This is an optimization exercise on Yosys and OpenROAD, whose aim is small area, a short achievable clock period and few clock cycles per item, not a production implementation. Where RTL was checked, it was by simulation tests only, not by an equivalence proof against the original. The RTL of run 1 was laid out without a check of its function. Power and IR drop assume default switching activity.

==> flow/design.v, too long to show whole: its modules and the start of the top module <==
// module synBusSatRnd: 113 lines
// module singleDelayWithEnableGeneric: 17 lines
// module synDelayWithEnableGeneric: 291 lines
// module synDelayWithEnable: 18 lines
// module FixedPointMultiplier: 37 lines
// module FixedPointAdder: 36 lines
// module Neuron: 1392 lines
// module FA: 4 lines
// module HAN: 4 lines
module Neuron (
 input clk,
 input GlobalReset,             
 input Input_Valid,             
 input [11:0] Bias,             
 output Idle,
 input [335:0] Row_Wgt,         
 input [27:0] Row_Pix,          
 output Row_Ready,              
 output [18:0] NeuronOutput,
 output OutputReady);
  // ...
==> flow/flow/run.sh <==
#!/bin/bash
# The standard layout (the standard.sh: standard synthesis, then ORFS to
# finish), with the ports buffered by sky130_fd_sc_hd__buf_1 cells instead of
# the delay buffers buffer_ports picks by default. Make's output goes to
# flow.log; each ORFS step keeps its own log under orfs/logs/.
set -euo pipefail
bash standard.sh "BUFFER_PORTS_ARGS=-buffer_cell sky130_fd_sc_hd__buf_1" finish > flow.log 2>&1
==> flow/standard.sh <==
#!/bin/bash
# synth_recipe.tcl (not shown) runs the flow's synth.tcl, then flattens the netlist and writes it again
# the make line also repeats each setting of config.mk as NAME=value (left out here)
make -C /OpenROAD-flow-scripts/flow DESIGN_CONFIG=/design/flow/config.mk WORK_HOME=/design/flow/orfs CLKGATE_MAP_FILE= SYNTH_SCRIPT=/design/flow/synth_recipe.tcl "${@:-finish}"
==> flow/config.mk <==
export PLATFORM = sky130hd
export DESIGN_NAME = Neuron
export DESIGN_NICKNAME = Neuron
export VERILOG_FILES = /design/flow/design.v
export SDC_FILE = /design/flow/constraint.sdc
export NUM_CORES = 4
export LEC_CHECK = 0
export CAP_MARGIN = 20
export CORE_MARGIN = 2
export CORE_UTILIZATION = 40
export CTS_BUF_LIST = sky130_fd_sc_hd__clkbuf_4
export CTS_CLUSTER_DIAMETER = 40
export CTS_CLUSTER_SIZE = 10
export PLACE_DENSITY = 0.6
export SETUP_SLACK_MARGIN = 1.6
export SLEW_MARGIN = 20
export SYNTH_HIERARCHICAL = 1
export SYNTH_MINIMUM_KEEP_SIZE = 0
==> flow/constraint.sdc <==
create_clock -name core_clock -period 4.0 [get_ports {clk}]
set_input_delay 0.8000 -clock core_clock [delete_from_list [all_inputs] [get_ports {clk}]]
set_output_delay 0.8000 -clock core_clock [all_outputs]
set_load 0.01 [all_outputs]
==> run notes, run 1 <==
clock-pin slew on the worst setup and hold paths ~0.090 ns; Finished Core Util 0.497; CTS Buf Count 35; Layout area overhead 22.4%; CP startpoint Row_Pix[3]; Non-clk bufs 433; count of pins over their slew limit 0; Reg2Reg Capture Point acc_s[3]$_DFFE_PP_; RSZ-0062 raised after global routing yes; clock-cell share of area 0.0363; drt wl/cell roughly 23 µm; Initial Util 0.405; DR top layer met5; IO Port Bufs 400; cell row count 68; placement-stage cell area between 0.015 and 0.02 mm²; status timing/DRC/antenna clean; crit path cell chain buf_1 -> buf_4 -> nand2_1 -> fa_1 -> fa_1 -> fa_1; Final Hold Fails 0; sequential group share of total power 0.312; routability congestion estimate approximately 0.94; drt via density approximately 5; DR vias between 10,000 and 15,000; postcts setup bufs 2; TritonCTS clock tree built; Reg-to-Reg Start acc_s[2]$_DFFE_PP_; # IOs between 400 and 500; die height roughly 190 µm; cts repair resizes 19; CP max FO 12; total global-route track usage 0.263
==> run 2, diff against run 1 <==
--- a/flow/design.v
+++ b/flow/design.v
@@ -1705,56 +1705,56 @@
 reg p1_12_2;
 reg p1_13_0;
 reg p1_13_1;
 reg p1_13_2;
 reg p1_14_0;
 reg p1_14_1;
 reg p1_15_0;
 always @(posedge clk) begin
-  p1_0_0 <= p0_0_0;
-  p1_0_1 <= p0_0_1;
-  p1_1_0 <= s1l1_fs261;
-  p1_2_0 <= s1l2_fs283;
-  p1_2_1 <= p0_2_7;
-  p1_3_0 <= s1l2_fc283;
-  p1_3_1 <= s1l2_fs284;
-  p1_3_2 <= s1l0_fs233;
-  p1_4_0 <= s1l2_fc284;
-  p1_4_1 <= s1l2_fs285;
-  p1_5_0 <= s1l2_fc285;
-  p1_5_1 <= s1l2_fs286;
-  p1_5_2 <= s1l1_fs267;
-  p1_6_0 <= s1l2_fc286;
-  p1_6_1 <= s1l2_fs287;
-  p1_6_2 <= s1l1_fs269;
-  p1_7_0 <= s1l2_fc287;
-  p1_7_1 <= s1l2_fs288;
-  p1_7_2 <= s1l1_fs271;
-  p1_8_0 <= s1l2_fc288;
-  p1_8_1 <= s1l2_fs289;
-  p1_8_2 <= s1l1_fs273;
-  p1_9_0 <= s1l2_fc289;
-  p1_9_1 <= s1l2_fs290;
-  p1_9_2 <= s1l1_fs275;
-  p1_10_0 <= s1l2_fc290;
-  p1_10_1 <= s1l2_fs291;
-  p1_10_2 <= s1l1_fs277;
-  p1_11_0 <= s1l2_fc291;
-  p1_11_1 <= s1l2_fs292;
-  p1_11_2 <= s1l1_fs279;
-  p1_12_0 <= s1l2_fc292;
-  p1_12_1 <= s1l2_fs293;
-  p1_12_2 <= s1l1_fs281;
-  p1_13_0 <= s1l2_fc293;
-  p1_13_1 <= s1l2_fs294;
-  p1_13_2 <= p0_13_3;
-  p1_14_0 <= s1l2_fc294;
-  p1_14_1 <= s1l2_fs295;
-  p1_15_0 <= s1l2_fc295;
+  p1_0_0 <= p0_0_0 | ~vld_r[0];
+  p1_0_1 <= p0_0_1 | ~vld_r[0];
+  p1_1_0 <= s1l1_fs261 | ~vld_r[0];
+  p1_2_0 <= s1l2_fs283 | ~vld_r[0];
+  p1_2_1 <= p0_2_7 | ~vld_r[0];
+  p1_3_0 <= s1l2_fc283 | ~vld_r[0];
+  p1_3_1 <= s1l2_fs284 | ~vld_r[0];
+  p1_3_2 <= s1l0_fs233 | ~vld_r[0];
+  p1_4_0 <= s1l2_fc284 | ~vld_r[0];
+  p1_4_1 <= s1l2_fs285 | ~vld_r[0];
+  p1_5_0 <= s1l2_fc285 | ~vld_r[0];
+  p1_5_1 <= s1l2_fs286 | ~vld_r[0];
+  p1_5_2 <= s1l1_fs267 | ~vld_r[0];
+  p1_6_0 <= s1l2_fc286 | ~vld_r[0];
+  p1_6_1 <= s1l2_fs287 | ~vld_r[0];
+  p1_6_2 <= s1l1_fs269 | ~vld_r[0];
+  p1_7_0 <= s1l2_fc287 | ~vld_r[0];
+  p1_7_1 <= s1l2_fs288 | ~vld_r[0];
+  p1_7_2 <= s1l1_fs271 | ~vld_r[0];
+  p1_8_0 <= s1l2_fc288 | ~vld_r[0];
+  p1_8_1 <= s1l2_fs289 | ~vld_r[0];
+  p1_8_2 <= s1l1_fs273 | ~vld_r[0];
+  p1_9_0 <= s1l2_fc289 | ~vld_r[0];
+  p1_9_1 <= s1l2_fs290 | ~vld_r[0];
+  p1_9_2 <= s1l1_fs275 | ~vld_r[0];
+  p1_10_0 <= s1l2_fc290 | ~vld_r[0];
+  p1_10_1 <= s1l2_fs291 | ~vld_r[0];
+  p1_10_2 <= s1l1_fs277 | ~vld_r[0];
+  p1_11_0 <= s1l2_fc291 | ~vld_r[0];
+  p1_11_1 <= s1l2_fs292 | ~vld_r[0];
+  p1_11_2 <= s1l1_fs279 | ~vld_r[0];
+  p1_12_0 <= s1l2_fc292 | ~vld_r[0];
+  p1_12_1 <= s1l2_fs293 | ~vld_r[0];
+  p1_12_2 <= s1l1_fs281 | ~vld_r[0];
+  p1_13_0 <= s1l2_fc293 | ~vld_r[0];
+  p1_13_1 <= s1l2_fs294 | ~vld_r[0];
+  p1_13_2 <= p0_13_3 | ~vld_r[0];
+  p1_14_0 <= s1l2_fc294 | ~vld_r[0];
+  p1_14_1 <= s1l2_fs295 | ~vld_r[0];
+  p1_15_0 <= s1l2_fc295 | ~vld_r[0];
 end
 reg [18:0] acc_s, acc_c;
 wire [18:0] as_in = acc_s;
 wire [18:0] ac_in = acc_c;
 wire accl0_fs296;
 wire accl0_fc296;
 wire accl0_fs297;
 wire accl0_fc297;
@@ -1888,17 +1888,17 @@
 HAN u_accl2_h1 (.a(accl1_fc323), .b(accl1_fs324), .s(accl2_hs1), .co(accl2_hc1));
 FA u_accl2_f336 (.a(accl1_fc324), .b(accl0_fc310), .c(accl0_fs311), .s(accl2_fs336), .co(accl2_fc336));
 FA u_accl2_f337 (.a(accl1_fc325), .b(as_in[17]), .c(ac_in[17]), .s(accl2_fs337), .co(accl2_fc337));
 HAN u_accl2_h2 (.a(as_in[18]), .b(ac_in[18]), .s(accl2_hs2), .co(accl2_hc2));
 always @(posedge clk)
   if (start) begin
     acc_s <= ~{7'd0, Bias};
     acc_c <= {19{1'b1}};
-  end else if (vld_r[1]) begin
+  end else begin
     acc_s <= {accl2_fc337, accl2_fs337, accl2_fc336, accl2_hc1, accl2_fc335, accl2_fc334, accl2_fc333, accl2_fc332, accl2_fc331, accl2_fc330, accl2_fc329, accl2_fc328, accl2_fc327, accl2_hc0, accl2_fc326, accl2_fs326, accl1_fs312, accl0_fc296, accl0_fs296};
     acc_c <= {accl2_hs2, 1'b1, accl1_fs325, accl2_fs336, accl2_hs1, accl2_fs335, accl2_fs334, accl2_fs333, accl2_fs332, accl2_fs331, accl2_fs330, accl2_fs329, accl2_fs328, accl2_fs327, accl2_hs0, 1'b1, 1'b1, accl0_fs297, ac_in[0]};
   end
 reg [18:0] o_NeuronOutput;
 always @(posedge clk)
   o_NeuronOutput <= ~(acc_s + acc_c + 19'd1);
 assign NeuronOutput = o_NeuronOutput;
 endmodule
==> flow/config.mk (replaced) <==
export PLATFORM = sky130hd
export DESIGN_NAME = Neuron
export DESIGN_NICKNAME = Neuron
export VERILOG_FILES = /design/flow/design.v
export SDC_FILE = /design/flow/constraint.sdc
export NUM_CORES = 4
export LEC_CHECK = 0
export CAP_MARGIN = 20
export CORE_MARGIN = 2
export CORE_UTILIZATION = 40
export CTS_BUF_LIST = sky130_fd_sc_hd__clkbuf_8
export CTS_CLUSTER_DIAMETER = 60
export CTS_CLUSTER_SIZE = 16
export PLACE_DENSITY = 0.6
export SETUP_SLACK_MARGIN = 1.6
export SLEW_MARGIN = 20
export SYNTH_HIERARCHICAL = 1
export SYNTH_MINIMUM_KEEP_SIZE = 0
==> run 2 against run 1 <==
Net effect: highest routed layer unchanged; non-clock buffer count rose by 1; critical path depth stayed put; largest cell class unchanged; synthesized cell count rose by 2.2%; global-route usage down 0.27 points; power is 12% lower; design area fell by 1.4%.
==> run notes, run 2 <==
Root Buffer Master clkbuf_8; Avg Cell Area, Syn 12.1 µm²; share of post-route cells with drive strength above 1 0.0975; Initial DRC Count roughly 450; clk buf depth 3; drt drc 0; Pint 6620 µW; worst rel slew slack 0.361; count of pins over their slew limit 0 (unchanged); sequential group share of total power 0.321 (+0.009); Worst Clk Skew approximately 0.014 ns; sw frac 0.399; CP max FO 12 (unchanged); Filler cells approximately 3,200; Worst-Margin Slew 0.958 ns; Initial Util 0.404 (-0.00114); total global-route track usage 0.260 (-0.00274); HP Class in -> async; die area between 0.03 and 0.04 mm²; H-tree levels 1; die height 191 µm (-0.26%); clock power share 0.118; Startpoint Class input pin; core box area ~0.034 mm²; Die W ~190 µm; cell row count 68 (unchanged); first-pass GRT wire length ~68 mm; IO Port Bufs 400 (unchanged); combinational power share 0.561; status timing/DRC/antenna clean; routability congestion estimate 0.952 (+0.84%); TritonCTS clock tree built; top flop regs acc_s: 19 flops, o_NeuronOutput: 19 flops, acc_c: 15 flops; Worst path most repeated cell fa_1; Reg area 0.00427 mm²; Critical Path AT 2.85 ns; GRT overflow 0; # setup viols final 0; drt pass-1 iters 4; worst skew pair latency approximately 0.52 ns; worst path required time between 4 and 5 ns; WL final roughly 46 mm; CP Capture Type flop; Clock Sinks around 210; placement-stage cell area 0.0163 mm² (-0.45%); Final Hold Fails 0 (unchanged); Final HPWL DP around 40 mm; max cap viols 0; largest net degree at the start of global routing 50; commonest non-fill, non-tap cell in the layout buf_1; Final Cycle Share 0.613; clock-pin slew on the worst setup and hold paths 0.10 ns (about the same); DR vias 9,891 (-1.8%); Reg2Reg Setup Slack between 1.5 and 2 ns; vias in the first global route around 11,000; Max Freq about 400 MHz; Pwr Density between 600 and 700 mW/mm²; final net count about 2,300; drt wl/cell 22.7 µm (-0.90%); setup_tns 0 ns; drt via density 4.86 (-1.2%); synth warn 7; kind of critical path in -> reg; total leakage power between 0.006 and 0.007 µW; Mapped Area 0.0139 mm²; cell area after layout around 0.017 mm²; crit path cell chain buf_1 -> buf_4 -> nand2_1 -> fa_1 -> fa_1 -> fa_1; Layout area overhead 21.4%; leading cell types in the layout, fill and taps excluded 386 x buf_1, 315 x fa_1, 312 x nand2_1; # IOs 401 (unchanged); CTS Buf Count 18 (-49%); sw power between 4000 and 5000 µW; Peak supply drop 0.000391 V; minimum clock period roughly 2.5 ns; initial antenna violation count 3; Detail Route Antenna Nets 0; Post-Synthesis Cells roughly 1,200; R2R cell count 4; slowest CP cell fa_1; RSZ-0062 raised after global routing yes; CP peak stage delay ~0.66 ns; area of the multi-input gates slightly below 0.01 mm²
## run 2: through the flow
| step | total power, µW | hold slack, ns | util | setup slack (ns) | cells |
|---|---|---|---|---|---|
| after global placement | 9610 | 0.377 | 0.473 | 0.664 | 2002 |
| after CTS | 11200 | 0.213 | 0.486 | 1.59 | 2030 |
| final | 11000 | 0.230 | 0.491 | 1.55 | 2035 |
| after detailed placement | 9860 | 0.378 | 0.473 | 0.615 | 2002 |
| after global routing | 12300 | 0.252 | 0.491 | 1.55 | 2035 |
| after floorplan | 7840 | 0.366 | - | 1.41 | 1155 |
## run 2: area by class of cell
class	instances	share of cell area
timing repair buffer	434	0.115
tap	455	0.0337
inverter	21	0.00466
multi-input combinational	885	0.572
clock inverter	9	0.00592
clock buffer	19	0.0155
antenna	1	0.000148
sequential	211	0.253
## run 2: what timing repair did
| item | CTS | global route |
|---|---|---|
| hold buffers | 0 | 0 |
| gates cloned | 0 | 2 |
| gates resized for setup | 32 | 25 |
| buffers inserted | 0 | 2 |
| setup endpoints to repair | 97 | 22 |
| pin swaps | 2 | 3 |
## run 2: routing by layer
metal,vias to the layer above,track usage,part of all wire
met5,-,0,0.00035
met4,2,0.0701,0.037
met3,91,0.0403,0.060
met2,414,0.474,0.51
met1,5028,0.321,0.39
li1,4356,-,-
## run 2: worst paths after layout
kind | startpoint | to
worst max-delay path | Row_Pix[19] | p0_5_7$_DFF_P_
worst min-delay path | GlobalReset | cyc[0]$_DFFE_PN0P_
worst max register to register | p0_2_0$_DFF_P_ | p1_2_0$_DFF_P_
worst min register to register | acc_s[0]$_DFF_P_ | o_NeuronOutput[0]$_DFF_P_
max in group asynchronous | GlobalReset | busy$_DFF_PN0_
min in group core_clock | acc_s[0]$_DFF_P_ | o_NeuronOutput[0]$_DFF_P_
## run 2: worst max-delay path, delay by kind of cell
kind | cells | cell delay (ns)
buf+inv | 2 | 0.32
fa+ha+maj | 3 | 1.62
simple gates | 1 | 0.12
## run 2: power by group through the flow
stage | Combinational (µW) | Clock (µW) | Sequential (µW)
after floorplan | 4330 | 0 | 3510
after global placement | 6020 | 0 | 3590
after CTS | 6260 | 1350 | 3550
final | 6180 | 1300 | 3530
after global routing | 7220 | 1430 | 3630
after detailed placement | 6260 | 0 | 3600
Testbench counts of run 2, summed over its fixed seeds: cycles 5,960, items 192.
==> run 3, diff against run 2 <==
--- a/flow/config.mk
+++ b/flow/config.mk
@@ -7,11 +7,11 @@
 export LEC_CHECK = 0
 export CAP_MARGIN = 20
 export CORE_MARGIN = 2
-export CORE_UTILIZATION = 40
+export CORE_UTILIZATION = 65
 export CTS_BUF_LIST = sky130_fd_sc_hd__clkbuf_8
 export CTS_CLUSTER_DIAMETER = 60
 export CTS_CLUSTER_SIZE = 16
-export PLACE_DENSITY = 0.6
+export PLACE_DENSITY = 0.85
 export SETUP_SLACK_MARGIN = 1.6
 export SLEW_MARGIN = 20
 export SYNTH_HIERARCHICAL = 1
==> run 3 against run 2 <==
Net effect: flip-flop and latch count unchanged; critical endpoint is now p0_4_7$_DFF_P_; global-route usage up 14 points; combinational power up 3.2%; critical path depth unchanged; maximum frequency up 0.47%; first-iteration DRC count up 100%; still clean.
==> run notes, run 3 <==
max cap viols 0 (unchanged); # IOs 401 (unchanged); die area 0.0226 mm² (-38%); clock-pin slew on the worst setup and hold paths 0.11 ns (about the same); Worst Clk Skew 0.0294 ns (+0.0153 ns); GRT overflow 0 (unchanged); Avg Cell Area, Syn 12.1 µm² (unchanged); leading cell types in the layout, fill and taps excluded 381 x buf_1, 318 x fa_1, 312 x nand2_1; total leakage power 0.00607 µW (about the same); first-pass GRT wire length 63.5 mm (-6.0%); Max Freq 410 MHz (+0.47%); Final Cycle Share 0.610 (-0.00287); crit path to p0_4_7$_DFF_P_; RSZ-0062 raised after global routing yes; pre-CTS WS 0.628 ns (+0.0129 ns); routability congestion estimate 1.02 (+6.8%); commonest non-fill, non-tap cell in the layout buf_1; total global-route track usage 0.400 (+0.139); vias in the first global route 11,700 (+2.0%); Peak supply drop 0.000327 V (-16%); final worst setup slack 1.56 ns (+0.0115 ns); Initial DRC Count 893 (+100%); CTS Buf Count 17 (-1); Reg2Reg Setup Slack 1.77 ns (-0.06 ns); Detail Route Antenna Nets 0 (unchanged); count of pins over their slew limit 0 (unchanged); WL final 45.7 mm (-1.3%); final net count 2,305 (-0.13%); HP Class in -> async; minimum clock period 2.44 ns (-0.0115 ns); worst skew pair latency 0.53 ns (about the same); CP max FO 6 (-6); cell row count 53 (-22%); core box area 0.0210 mm² (-39%); IO Port Bufs 400 (unchanged); Die W 150 µm (-21%); Filler cells 1,271 (-60%); kind of critical path in -> reg; worst path required time 4.38 ns (about the same); worst rel slew slack 0.495 (+0.133); CP startpoint Row_Pix[17]; TritonCTS clock tree built; # setup viols final 0 (unchanged); Final Hold Fails 0 (unchanged); Clock Sinks 211 (unchanged); synth warn 7 (unchanged); top flop regs acc_s: 19 flops, o_NeuronOutput: 19 flops, acc_c: 15 flops; drt via density 5.79 (+19%); drt pass-1 iters 5 (+1); Reg2Reg Capture Point p1_14_1$_DFF_P_; status timing/DRC/antenna clean; Layout area overhead 19.8%; Final HPWL DP 36.9 mm (-7.0%); Root Buffer Master clkbuf_8; Post-Synthesis Cells 1,153 (unchanged); Startpoint Class input pin; die height 150 µm (-21%); Finished Core Util 0.794 (+0.303); Initial Util 0.663 (+0.258); DR vias 10,700 (+8.2%); drt wl/cell 24.7 µm (+8.7%); Pwr Density 663 mW/mm² (+1.9%); R2R cell count 4 (unchanged); drt drc 0 (unchanged); Mapped Area 0.0139 mm² (unchanged); clk buf depth 3 (unchanged); share of post-route cells with drive strength above 1 0.0961 (-0.00141); setup_tns 0 ns (unchanged); Worst-Margin Slew 0.758 ns (-0.200 ns); CP Capture Type flop; Critical Path AT 2.82 ns (-0.03 ns); initial antenna violation count 3 (unchanged); largest net degree at the start of global routing 50 (unchanged); H-tree levels 1 (unchanged); Reg-to-Reg Start p0_12_0$_DFF_P_
==> run 3: layout make-up <==
type | count | area, µm² | area share
Clock buffer | 18 | 248 | 0.0148
Antenna cell | 2 | 5.00 | 0.000300
Inverter | 21 | 78.8 | 0.00472
Timing Repair Buffer | 432 | 2050 | 0.123
Tap cell | 275 | 344 | 0.0206
Multi-Input combinational cell | 885 | 9660 | 0.579
Clock inverter | 4 | 25.0 | 0.00150
Sequential cell | 211 | 4280 | 0.256
==> run 3: power by group <==
part | switching (µW) | internal [µW] | total (µW)
clock | 676 | 417 | 1090
combinational | 3260 | 3110 | 6380
sequential | 567 | 3030 | 3600
total | 4510 | 6560 | 11100
==> run 3: what timing repair did <==
action | in CTS | in global routing
buffers inserted | 2 | 2
cloned | 0 | 4
setup endpoints to repair | 96 | 27
resized for setup | 43 | 39
hold buffers | 0 | 0
pin swaps | 1 | 9
==> run 3: worst max-delay path: stages <==
cell	delay [ns]
clkbuf_4	0.17
buf_12	0.18
nand2_2	0.07
fa_1	0.54
fa_1	0.61
fa_1	0.45
==> run 3: how the worst min path moves through the flow <==
| stage | end | cells after the start |
|---|---|---|
| 2_1_floorplan | o_NeuronOutput[0]$_DFF_P_ | 1 |
| 3_3_place_gp | o_NeuronOutput[0]$_DFF_P_ | 1 |
| 3_5_place_dp | o_NeuronOutput[0]$_DFF_P_ | 1 |
| 4_1_cts | o_OutputReady$_DFFE_PN0P_ | 1 |
| 5_1_grt | cyc[0]$_DFFE_PN0P_ | 1 |
| 6_report | cyc[0]$_DFFE_PN0P_ | 1 |
==> run 3: layer usage <==
layer / vias up / GRT usage / share of wire
met4: 0 / 0.208 / 0.069
met5: - / 0 / 0
met3: 183 / 0.0803 / 0.096
met2: 765 / 0.663 / 0.48
met1: 5399 / 0.503 / 0.35
li1: 4359 / - / -
==> run 3: through the flow <==
step	total power (µW)	cells	cell area [µm²]	hold slack (ns)
2_1_floorplan	7840	1155	14400	0.366
6_report	11100	1848	16700	0.217
3_3_place_gp	9280	1816	16000	0.384
4_1_cts	11000	1840	16400	0.210
3_5_place_dp	9860	1816	16000	0.390
5_1_grt	12000	1848	16700	0.234
==> run 4, diff against run 3 <==
--- a/flow/config.mk
+++ b/flow/config.mk
@@ -7,11 +7,11 @@
 export LEC_CHECK = 0
 export CAP_MARGIN = 20
 export CORE_MARGIN = 2
-export CORE_UTILIZATION = 65
+export CORE_UTILIZATION = 55
 export CTS_BUF_LIST = sky130_fd_sc_hd__clkbuf_8
 export CTS_CLUSTER_DIAMETER = 60
 export CTS_CLUSTER_SIZE = 16
-export PLACE_DENSITY = 0.85
+export PLACE_DENSITY = 0.75
 export SETUP_SLACK_MARGIN = 1.6
 export SLEW_MARGIN = 20
 export SYNTH_HIERARCHICAL = 1
==> run 4 against run 3 <==
Net effect: flip-flop and latch count is the same; critical path type unchanged; combinational power shrank 5.5%; largest cell class unchanged; first-iteration DRC count shrank 0.56%.
==> run notes, run 4 <==
status timing/DRC/antenna clean; routability congestion estimate 1.01 (-1.0%); Post-CTS Hold Fix Bufs 0 (unchanged); Initial DRC Count 888 (-0.56%); worst path required time 4.40 ns (+0.02 ns); max cap viols 0 (unchanged); Critical Path AT 2.81 ns (about the same); commonest non-fill, non-tap cell in the layout buf_1; CP max FO 6 (unchanged); Max Freq 414 MHz (+1.0%); slowest CP cell fa_1; GRT overflow 0 (unchanged); Final Hold Fails 0 (unchanged); crit path cell chain buf_2 -> clkbuf_16 -> nand2_2 -> fa_1 -> fa_1 -> fa_1; cell row count 58 (+9.4%); DR vias 10,300 (-3.8%); Reg-to-Reg Start p0_4_0$_DFF_P_; met3 wire length 3.96 mm (-9.6%); final net count 2,305 (unchanged); Layout area overhead 19.7% (about the same); final total power 10,700 µW (-2.9%); pre-CTS WS 0.626 ns (-0.00214 ns); Reg2Reg Setup Slack 1.85 ns (+0.08 ns); CP peak stage delay 0.61 ns (about the same); wl on met1 16.7 mm (+2.8%); IO Port Bufs 400 (unchanged); Die W 163 µm (+8.5%); die area 0.0266 mm² (+18%); Mapped Area 0.0139 mm² (unchanged); drt via density 5.41 (-6.6%); drt drc 0 (unchanged); initial antenna violation count 1 (-2); clock-pin slew on the worst setup and hold paths 0.10 ns (about the same); total global-route track usage 0.335 (-0.0643); synth warn 7 (unchanged); R2R cell count 4 (unchanged); drt wl/cell 23.2 µm (-6.0%); Worst Clk Skew 0.0205 ns (-0.00890 ns); setup_tns 0 ns (unchanged); Reg2Reg Capture Point p1_4_1$_DFF_P_; largest net degree at the start of global routing 50 (unchanged); core box area 0.0250 mm² (+19%); clk buf depth 3 (unchanged); drt pass-1 iters 5 (unchanged); first-pass GRT wire length 63.8 mm (+0.42%); DR top layer met5; CP Capture Type flop; Final Cycle Share 0.604 (-0.00604); Peak supply drop 0.000445 V (+36%); minimum clock period 2.42 ns (-0.0242 ns); Detail Route Antenna Nets 0 (unchanged); # IOs 401 (unchanged); CTS Buf Count 17 (unchanged); vias in the first global route 11,400 (-2.6%); worst skew pair latency 0.52 ns (about the same); Post-Synthesis Cells 1,153 (unchanged); top flop regs acc_s: 19 flops, o_NeuronOutput: 19 flops, acc_c: 15 flops; final worst setup slack 1.58 ns (+0.0242 ns); Worst-Margin Slew 1.07 ns (+0.313 ns); # setup viols final 0 (unchanged); worst rel slew slack 0.286 (-0.209); Initial Util 0.557 (-0.106); die height 163 µm (+8.5%); total leakage power 0.00604 µW (-0.39%); Root Buffer Master clkbuf_8; H-tree levels 1 (unchanged); Pwr Density 644 mW/mm² (-2.9%); TritonCTS clock tree built; RSZ-0062 raised after global routing yes; share of post-route cells with drive strength above 1 0.0954 (-0.000758); count of pins over their slew limit 0 (unchanged); Startpoint Class input pin; Clock Sinks 211 (unchanged); Worst path most repeated cell fa_1; WL final 44.2 mm (-3.2%); kind of critical path in -> reg; Avg Cell Area, Syn 12.1 µm² (unchanged); Hold Slack 0.220 ns (+0.00234 ns); Final HPWL DP 36.8 mm (-0.30%); WL met2 21.1 mm (-3.6%); leading cell types in the layout, fill and taps excluded 383 x buf_1, 317 x fa_1, 312 x nand2_1; HP Class in -> async; Antenna diodes 0 (-2)
==> run 4: area by class of cell <==
cell class,instances,area (µm²)
clock buffers,18,248
clock inverters,6,55.1
fillers,2011,8350
inverters,21,78.8
multi-input cells,885,9670
flip-flops and latches,211,4270
well taps,330,413
repair buffers,432,1950
==> run 4: what timing repair did <==
action,4_1_cts,5_1_grt
setup buffers,0,1
endpoints found under the setup margin,96,31
resized for setup,39,32
gates cloned,0,3
pin swaps,0,3
==> run 4: metrics by stage <==
step	utilization	cell area, µm²	std cells
2_1_floorplan	-	14400	1155
3_3_place_gp	0.645	16100	1875
3_5_place_dp	0.645	16100	1875
4_1_cts	0.660	16500	1899
5_1_grt	0.666	16700	1903
6_report	0.666	16700	1903
==> run 4: metal layers <==
layer | GRT usage | up-vias
li1 | - | 4357
met1 | 0.449 | 5149
met2 | 0.557 | 659
met3 | 0.0503 | 133
met4 | 0.133 | 2
met5 | 0 | -
==> run 4: worst max path at each step <==
stage                      from              end  slack (ns)
floorplan            Row_Pix[8]   p0_2_6$_DFF_P_        1.41
global placement    Row_Pix[18]   p0_6_7$_DFF_P_        0.68
detailed placement  Row_Pix[18]   p0_7_6$_DFF_P_        0.63
CTS                  Row_Pix[4]   p0_5_7$_DFF_P_        1.59
global route        Row_Pix[14]   p0_8_7$_DFF_P_        1.57
finish               Row_Pix[8]  p0_11_7$_DFF_P_        1.58
==> run 4: critical path, delay by kind of cell <==
| family | cells | cell delay (ns) |
|---|---|---|
| buffers and inverters | 2 | 0.40 |
| adder cells (fa/ha/maj) | 3 | 1.56 |
| AND/OR/NAND/NOR | 1 | 0.06 |
==> run 4: report_power, final <==
| part | switching [µW] | internal (µW) | total [µW] | leakage [µW] |
|---|---|---|---|---|
| registers | 521 | 3030 | 3550 | 0.00180 |
| logic | 3060 | 2970 | 6030 | 0.00408 |
| clock network | 683 | 481 | 1160 | 0.000162 |
| total | 4270 | 6480 | 10700 | 0.00604 |
==> run 5, diff against run 4 <==
--- a/flow/config.mk
+++ b/flow/config.mk
@@ -12,7 +12,7 @@
 export CTS_CLUSTER_DIAMETER = 60
 export CTS_CLUSTER_SIZE = 16
 export PLACE_DENSITY = 0.75
-export SETUP_SLACK_MARGIN = 1.6
+export SETUP_SLACK_MARGIN = 1.45
 export SLEW_MARGIN = 20
 export SYNTH_HIERARCHICAL = 1
 export SYNTH_MINIMUM_KEEP_SIZE = 0
==> run 5 against run 4 <==
Net effect: routed wire length fell by 0.85%; sequential share of layout area is 0.55 points higher; clock skew up 0.0078 ns; setup slack worse by 0.10 ns; hold slack lost 0.016 ns; synthesized cell count stayed put; die area unchanged; synthesized area stayed put; global-route usage rose by 0.21 points; via count decreased by 1.7%; largest cell class unchanged.
==> run notes, run 5 <==
Pint 6440 µW (-0.61%); combinational power share 0.561 (about the same); status timing/DRC/antenna clean; CP startpoint Row_Pix[9]; worst rel slew slack 0.429 (+0.143); clock power share 0.105 (-0.003); CP max FO 8 (+2); Detail Route Antenna Nets 0 (unchanged); Die W 163 µm (unchanged); HP Class in -> async; total leakage power 0.00592 µW (-2.0%); sw frac 0.401 (+0.00379); DR vias 10,100 (-1.7%); share of post-route cells with drive strength above 1 0.0689 (-0.0265); crit path cell chain buf_2 -> buf_4 -> nand2_1 -> fa_1 -> fa_1 -> fa_1; Worst Clk Skew 0.0282 ns (+0.00777 ns); Layout area overhead 17.3%; die area 0.0266 mm² (unchanged); final total power 10,800 µW (about the same); Peak supply drop 0.000435 V (-2.3%); Reg area 0.00428 mm² (about the same); drt wl/cell 23.1 µm (-0.69%); total global-route track usage 0.337 (+0.00209); initial antenna violation count 2 (+1); Post-Synthesis Cells 1,153 (unchanged); vias in the first global route 11,100 (-2.3%); CTS Buf Count 18 (+1); max cap viols 0 (unchanged); Startpoint Class input pin; Worst-Margin Slew 0.857 ns (-0.214 ns); slowest CP cell fa_1; Final HPWL DP 37.3 mm (+1.3%); largest net degree at the start of global routing 51 (+2.0%); Avg Cell Area, Syn 12.1 µm² (unchanged); kind of critical path in -> reg; setup_tns 0 ns (unchanged); drt drc 0 (unchanged); Root Buffer Master clkbuf_8; # IOs 401 (unchanged); clock-pin slew on the worst setup and hold paths 0.09 ns (about the same); core box area 0.0250 mm² (unchanged); die height 163 µm (unchanged); area of the multi-input gates 0.00955 mm² (-1.2%); GRT overflow 0 (unchanged); Worst path most repeated cell fa_1; IO Port Bufs 400 (unchanged); sw power 4310 µW (+0.98%); count of pins over their slew limit 0 (unchanged); CP peak stage delay 0.60 ns (about the same); routability congestion estimate 1.00 (-0.60%); final net count 2,299 (-0.26%); minimum clock period 2.52 ns (+0.103 ns); Final Cycle Share 0.630 (+0.0258); Mapped Area 0.0139 mm² (unchanged); sequential group share of total power 0.333 (+0.002); worst path required time 4.39 ns (about the same); Initial DRC Count 801 (-9.8%); TritonCTS clock tree built; clk buf depth 3 (unchanged); first-pass GRT wire length 63.8 mm (about the same); Clock Sinks 211 (unchanged); Reg2Reg Setup Slack 1.82 ns (-0.03 ns); Pwr Density 658 mW/mm² (+2.1%); worst skew pair latency 0.53 ns (about the same); top flop regs acc_s: 19 flops, o_NeuronOutput: 19 flops, acc_c: 15 flops; synth warn 7 (unchanged); Filler cells 2,027 (+0.80%); Reg-to-Reg Start p0_4_0$_DFF_P_; CP Capture Type flop; H-tree levels 1 (unchanged); Final Hold Fails 0 (unchanged); RSZ-0062 raised after global routing no; # setup viols final 0 (unchanged); drt pass-1 iters 5 (unchanged); Initial Util 0.557 (unchanged); WL final 43.8 mm (-0.85%); drt via density 5.33 (-1.5%); Critical Path AT 2.91 ns (+0.10 ns); leading cell types in the layout, fill and taps excluded 387 x buf_1, 338 x fa_1, 326 x nand2_1; Max Freq 397 MHz (-4.1%); cell row count 58 (unchanged); commonest non-fill, non-tap cell in the layout buf_1
run 5: cell type report:
type / count / area share
clock inverter: 8 / 0.00329
tap: 330 / 0.0253
timing repair buffer: 425 / 0.105
inverter: 21 / 0.00482
antenna: 2 / 0.000306
sequential: 211 / 0.262
multi-input combinational: 885 / 0.584
clock buffer: 18 / 0.0152
run 5: worst max-delay path, delay by kind of cell:
family	cells	cell delay, ns
adder cells (fa/ha/maj)	3	1.44
buffers and inverters	2	0.56
AND/OR/NAND/NOR	1	0.09
run 5: metal layers:
layer	GRT usage	share of wire	vias to the layer above
met2	0.568	0.49	502
met5	0	0	-
met3	0.0551	0.072	110
met1	0.444	0.39	5169
met4	0.128	0.045	0
li1	-	-	4349
run 5: what timing repair did:
item	in CTS	in global routing
hold buffers	0	0
setup buffers	0	0
setup endpoints to repair	96	20
resized for setup	15	5
run 5: final timing paths:
check | cells after the start | to
max | 6 | p0_9_6$_DFF_P_
min reg2reg | 1 | o_NeuronOutput[0]$_DFF_P_
max reg2reg | 4 | p1_4_1$_DFF_P_
min | 1 | cyc[5]$_DFFE_PN0P_
max in group asynchronous | 1 | busy$_DFF_PN0_
min in group core_clock | 1 | o_NeuronOutput[0]$_DFF_P_
run 5: per-stage QoR:
step | setup WS [ns] | utilization | hold slack [ns] | std cells | area (µm²)
2_1_floorplan | 1.41 | - | 0.366 | 1155 | 14300
3_3_place_gp | 0.688 | 0.639 | 0.382 | 1872 | 16000
3_5_place_dp | 0.650 | 0.639 | 0.384 | 1872 | 16000
4_1_cts | 1.48 | 0.652 | 0.206 | 1898 | 16300
5_1_grt | 1.47 | 0.653 | 0.244 | 1900 | 16300
6_report | 1.48 | 0.653 | 0.204 | 1900 | 16300
run 5: power by group through the flow:
stage / Clock (µW) / Sequential (µW) / Combinational (µW)
floorplan: 0 / 3510 / 4320
global placement: 0 / 3630 / 5740
detailed placement: 0 / 3650 / 6080
CTS: 1160 / 3600 / 6090
global route: 1230 / 3690 / 6980
finish: 1130 / 3580 / 6030
==> run 6, diff against run 5 <==
--- a/flow/config.mk
+++ b/flow/config.mk
@@ -12,7 +12,7 @@
 export CTS_CLUSTER_DIAMETER = 60
 export CTS_CLUSTER_SIZE = 16
 export PLACE_DENSITY = 0.75
-export SETUP_SLACK_MARGIN = 1.45
+export SETUP_SLACK_MARGIN = 1.75
 export SLEW_MARGIN = 20
 export SYNTH_HIERARCHICAL = 1
 export SYNTH_MINIMUM_KEEP_SIZE = 0
==> run 6 against run 5 <==
Net effect: flip-flop and latch count stayed put; maximum frequency is 8.2% higher; setup slack better by 0.19 ns; still clean.
==> run notes, run 6 <==
Critical Path AT 2.79 ns (-0.12 ns); CP max FO 6 (-2); Post-Synthesis Cells 1,153 (unchanged); final net count 2,345 (+2.0%); drt wl/cell 25.8 µm (+12%); Final HPWL DP 36.0 mm (-3.5%); total leakage power 0.00666 µW (+12%); synth warn 7 (unchanged); share of post-route cells with drive strength above 1 0.211 (+0.142); CP Capture Type flop; Detail Route Antenna Nets 0 (unchanged); met3 wire length 4.68 mm (+48%); core box area 0.0250 mm² (unchanged); routability congestion estimate 0.975 (-2.5%); TritonCTS clock tree built; Mapped Area 0.0139 mm² (unchanged); GRT overflow 0 (unchanged); vias in the first global route 11,900 (+7.3%); clk buf depth 3 (unchanged); drt pass-1 iters 5 (unchanged); max cap viols 0 (unchanged); top flop regs acc_s: 19 flops, o_NeuronOutput: 19 flops, acc_c: 15 flops; first-pass GRT wire length 71.1 mm (+11%); DR top layer met4; total global-route track usage 0.383 (+0.0454); status timing/DRC/antenna clean; Pwr Density 614 mW/mm² (-6.6%); initial antenna violation count 5 (+3); cell row count 58 (unchanged); Post-CTS Hold Fix Bufs 0 (unchanged); WL met2 23.7 mm (+10%); # setup viols final 0 (unchanged); Final Hold Fails 0 (unchanged); Worst-Margin Slew 0.767 ns (-0.0898 ns); drt drc 0 (unchanged); Avg Cell Area, Syn 12.1 µm² (unchanged); IO Port Bufs 400 (unchanged); RSZ-0062 raised after global routing yes; clock-pin slew on the worst setup and hold paths 0.10 ns (about the same); kind of critical path in -> reg; commonest non-fill, non-tap cell in the layout buf_1; HP Class in -> async; Clock Sinks 211 (unchanged); minimum clock period 2.33 ns (-0.191 ns); die area 0.0266 mm² (unchanged); H-tree levels 1 (unchanged); cell area after layout 0.0182 mm² (+11%); CTS Buf Count 18 (unchanged); Initial DRC Count 1,080 (+35%); largest net degree at the start of global routing 41 (-20%); die height 163 µm (unchanged); count of pins over their slew limit 0 (unchanged); WL final 50.2 mm (+15%); final total power 11,200 µW (+3.9%); Peak supply drop 0.000431 V (-0.95%); DR vias 10,900 (+7.9%); Layout area overhead 30.5%; drt via density 5.61 (+5.2%); leading cell types in the layout, fill and taps excluded 373 x buf_1, 252 x nand2_1, 239 x fa_1; placement-stage cell area 0.0164 mm² (+2.8%); worst skew pair latency 0.52 ns (about the same); Initial Util 0.557 (unchanged); setup_tns 0 ns (unchanged); Die W 163 µm (unchanged); Final Cycle Share 0.582 (-0.0479); wl on met1 17.1 mm (about the same); Max Freq 430 MHz (+8.2%); Reg-to-Reg Start p0_4_0$_DFF_P_; worst path required time 4.46 ns (+0.07 ns); Root Buffer Master clkbuf_8; Startpoint Class input pin; Worst Clk Skew 0.0102 ns (-0.0181 ns); worst rel slew slack 0.489 (+0.0599); # IOs 401 (unchanged); CP startpoint Row_Pix[4]
## run 6: routing by layer
layer / global-route usage / vias up
met4: 0.273 / 0
met1: 0.440 / 5450
met3: 0.0894 / 251
met5: 0 / -
li1: - / 4448
met2: 0.633 / 782
## run 6: critical path: stages
cell and delay, ns:
buf_4 0.14, buf_8 0.16, nand2_1 0.10, fa_2 0.58, fa_2 0.47, fa_2 0.53
## run 6: repair_timing
action / CTS / global route
cloned: 22 / 0
resized for setup: 214 / 37
pin swaps: 72 / 41
endpoints found under the setup margin: 96 / 33
setup buffers: 16 / 3
## run 6: final timing paths
kind | endpoint | slack (ns) | cells after the start
max | p0_11_7$_DFF_P_ | 1.67 | 6
min | o_OutputReady$_DFFE_PN0P_ | 0.22 | 1
max reg2reg | p1_4_1$_DFF_P_ | 1.82 | 4
min reg2reg | p1_0_1$_DFF_P_ | 0.41 | 1
max in group asynchronous | busy$_DFF_PN0_ | 3.44 | 1
min in group core_clock | p1_0_1$_DFF_P_ | 0.41 | 1
## run 6: where the power goes
| part | internal (µW) | switching (µW) |
|---|---|---|
| Sequential | 3030 | 500 |
| Clock | 516 | 714 |
| Combinational | 3170 | 3240 |
| Total | 6720 | 4450 |
## run 6: area by class of cell
cell class	count	area [µm²]
sequential	211	4270
timing repair buffer	471	2900
tap	330	413
multi-input combinational	885	10200
inverter	21	78.8
fill	1709	6850
antenna	5	12.5
clock buffer	19	262
clock inverter	7	73.8
## run 6: per-stage QoR
step | setup WS, ns | cells | hold slack (ns) | util
detailed placement | 0.688 | 1877 | 0.389 | 0.657
finish | 1.67 | 1949 | 0.218 | 0.726
global placement | 0.739 | 1877 | 0.382 | 0.657
global route | 1.68 | 1949 | 0.256 | 0.726
CTS | 1.72 | 1941 | 0.226 | 0.720
floorplan | 1.41 | 1155 | 0.366 | -

what the ideal ports hide:
In the flow no input, the clock included, has a driving cell. The finished layouts below were timed again as built, in two steps.
Step 1 sets driving cells, clkbuf_16 on the clock port and buf_2 on the other inputs (assumed; they add their load-dependent delay and slew).
Step 2 moves the port delays by t, midway between the first and last clock arrival at a register: inputs arrive t later, outputs are due t later. That takes back most of the time a late clock gives input paths.
a / b / c = ideal / step 1 / step 2; a / b = the first two.
run | t, ns | setup slack, ns | latest minus earliest clock arrival (ns) | worst register clock-pin slew, ns
run 1 | 0.633 | 1.574 / 1.588 / 0.955 | 0.051 / 0.050 | 0.12 / 0.12
run 2 | 0.562 | 1.548 / 1.568 / 1.006 | 0.018 / 0.018 | 0.10 / 0.10
run 3 | 0.554 | 1.560 / 1.577 / 1.022 | 0.029 / 0.029 | 0.11 / 0.11
run 4 | 0.550 | 1.584 / 1.599 / 1.049 | 0.021 / 0.021 | 0.10 / 0.10
run 5 | 0.555 | 1.481 / 1.498 / 0.943 | 0.033 / 0.032 | 0.10 / 0.10
run 6 | 0.557 | 1.672 / 1.636 / 1.079 | 0.013 / 0.012 | 0.10 / 0.10
After both steps setup and hold are still met in every run listed. The setup slack of run 1, which loses most, moves by +0.014 ns with the drivers and by -0.619 ns with both steps.
